This is an optimization exercise on Yosys and OpenROAD, whose aim is small area and a short achievable clock period, not a production implementation.
In this exercise RTL edits were held to simulation tests only and were not proved equivalent to the original.
Power is estimated from default activity; no workload was simulated.

==> inputs of 05-03 <==
==> flow/design.v <==
module fifo #(
    parameter LENGTH = 32,
    parameter WIDTH  = 16
) (
    input logic reset_i,
    input logic clk_i,
    input logic read_en,
    input logic write_en,
    input logic [WIDTH-1:0] data_i,
    output logic empty_o,
    output logic full_o,
    output logic [WIDTH-1:0] data_o
);
  localparam LO = 4;
  localparam HI = LENGTH / LO;
  logic [LO-1:0] lo;
  logic [HI-1:0] hi;
  logic nonempty_r, full_r;
  logic [WIDTH-1:0] mem [LENGTH-1:0];
  wire rd = read_en & nonempty_r;
  wire wr = write_en & ~full_r;
  wire one_left = lo[0] & hi[0];           
  wire one_free = lo[LO-2] & hi[HI-1];     
  assign empty_o = ~nonempty_r | reset_i;
  assign full_o  = full_r & ~reset_i;
  logic [WIDTH-1:0] rdata;
  always_comb begin
    rdata = '0;
    for (int j = 0; j < HI; j++)
      for (int i = 0; i < LO; i++)
        rdata = rdata | (mem[LO*j+i] & {WIDTH{hi[j] & lo[i]}});
  end
  always_ff @(posedge clk_i, posedge reset_i) begin
    if (reset_i) begin
      lo         <= LO'(1) << (LO - 1);
      hi         <= HI'(1) << (HI - 1);
      nonempty_r <= 1'b0;
      full_r     <= 1'b0;
      data_o     <= 0;
    end else begin
      if (rd) data_o <= rdata;
      if (wr & ~rd) begin
        lo <= {lo[LO-2:0], lo[LO-1]};
        if (lo[LO-1]) hi <= {hi[HI-2:0], hi[HI-1]};
      end else if (rd & ~wr) begin
        lo <= {lo[0], lo[LO-1:1]};
        if (lo[0]) hi <= {hi[0], hi[HI-1:1]};
      end
      nonempty_r <= wr | (nonempty_r & ~(rd & one_left));
      full_r     <= ~rd & (full_r | (wr & one_free));
    end
  end
  always_ff @(posedge clk_i) begin
    if (wr) begin
      mem[0] <= data_i;
      for (int i = 1; i < LENGTH; i++) mem[i] <= mem[i-1];
    end
  end
endmodule
==> flow/flow/run.sh <==
#!/bin/bash
bash standard.sh MATCH_CELL_FOOTPRINT=0 "BUFFER_PORTS_ARGS=-buffer_cell sky130_fd_sc_hd__buf_4" \
  "CTS_ARGS=-sink_clustering_enable -repair_clock_nets -dont_use_dummy_load -sink_clustering_size 24 -sink_clustering_max_diameter 80" \
  finish > standard.log 2>&1
==> flow/standard.sh <==
#!/bin/bash
# synth_recipe.tcl (not shown) runs the flow's synth.tcl, then flattens the netlist and writes it again
# the make line also repeats each setting of config.mk as NAME=value (left out here)
make -C /OpenROAD-flow-scripts/flow DESIGN_CONFIG=/design/flow/config.mk WORK_HOME=/design/flow/orfs CLKGATE_MAP_FILE= SYNTH_SCRIPT=/design/flow/synth_recipe.tcl "${@:-finish}"
==> flow/config.mk <==
export PLATFORM = sky130hd
export DESIGN_NAME = fifo
export DESIGN_NICKNAME = fifo
export VERILOG_FILES = /design/flow/design.v
export SDC_FILE = /design/flow/constraint.sdc
export NUM_CORES = 4
export LEC_CHECK = 0
export CAP_MARGIN = 20
export CORE_MARGIN = 2
export CORE_UTILIZATION = 60
export SETUP_SLACK_MARGIN = 2.2
export SLEW_MARGIN = 20
==> flow/constraint.sdc <==
create_clock -name core_clock -period 4.0 [get_ports {clk_i}]
set_input_delay 0.8000 -clock core_clock [delete_from_list [all_inputs] [get_ports {clk_i}]]
set_output_delay 0.8000 -clock core_clock [all_outputs]
set_load 0.01 [all_outputs]
==> 03-17: changes against 05-03 <==
--- a/flow/design.v
+++ b/flow/design.v
@@ -23,4 +23,4 @@
   wire one_free = lo[LO-2] & hi[HI-1];     
-  assign empty_o = ~nonempty_r | reset_i;
-  assign full_o  = full_r & ~reset_i;
+  assign empty_o = ~nonempty_r;
+  assign full_o  = full_r;
   logic [WIDTH-1:0] rdata;
- SETUP_SLACK_MARGIN: 2.2 -> 2.05
==> comparison <==
Against 05-03, the first-iteration DRC count of 03-17 is lower by about 2.3%.
In clock-buffer cell count, 03-17 and 05-03 do not differ.
Die area: 05-03 is smaller than 03-17 (about 0.2%).
Of 03-17 and 05-03, 05-03 has the higher wire length (gap about 10%, measured against 05-03).
In clock power, 03-17 and 05-03 hardly differ.
Of 03-17 and 05-03, 05-03 has the higher critical path depth (gap 1).
Against 05-03, the fmax of 03-17 is larger by 3.8%.
Hold slack: 05-03 is lower than 03-17 (11 ps).
==> figures <==
Final-layout worst hold slack: 05-03 394 ps; 03-17 405 ps
Period utilization: 05-03 0.501; 03-17 0.482
Number of instances in the synthesized netlist: 05-03 1,140; 03-17 1,163
Cell area after synthesis: 05-03 19,900 sq um; 03-17 19,900 sq um
CTS clock-pin slew for the worst setup and hold paths: 05-03 100 ps; 03-17 90 ps
First-pass GRT wire length: 05-03 70,300 um; 03-17 69,000 um
Comb. pwr: 05-03 4.90 mW; 03-17 3.70 mW
Detail Route met2 WL: 05-03 23,200 um; 03-17 21,400 um
Pin count of the biggest net entering global routing: 05-03 84; 03-17 179
Area Growth Syn to Fin: 05-03 15.0%; 03-17 9.15%
Final setup skew: 05-03 20.2 ps; 03-17 15.6 ps
Final non-filler cell area: 05-03 22,900 sq um; 03-17 21,800 sq um
Outcome: 05-03 no timing/DRC/antenna violations; 03-17 no timing/DRC/antenna violations
Launch point of the worst reg-to-reg path: 05-03 hi[1]; 03-17 full_r
Initial core utilization: 05-03 0.610; 03-17 0.611
Sequential standard cell area: 05-03 16,200 sq um; 03-17 16,200 sq um
HPWL after detailed placement: 05-03 24,100 um; 03-17 23,900 um

## port drivers added, routing unchanged
Ports are ideal in the flow. The routed layouts listed here were re-timed in OpenROAD.
Step 1, drivers: a clkbuf_16 drives clk_i and a buf_2 each remaining input, both assumed.
Step 2, shift: input delay + t, output delay - t, t = (earliest + latest rising clock arrival at the registers) / 2. This alone moves slack from input paths to output paths.
Three values: ideal ports, drivers, drivers and shift; two values: the first two.
run | t, ns | slack for setup (ns) | slew at the worst register clock pin (ns) | worst data-port slew with drivers (ns) | pins driven straight from the clock port
05-03 | 0.615 | 1.997 / 1.943 / 1.633 | 0.10 / 0.10 | 0.04 | 1
03-17 | 0.614 | 2.071 / 2.017 / 1.669 | 0.10 / 0.10 | 0.04 | 1
After both steps every run listed still meets setup and hold. For 03-17, which loses most, drivers alone change the setup slack by -0.054 ns; drivers and shift together by -0.402 ns. The worst setup slack also covers recovery checks on asynchronous resets.
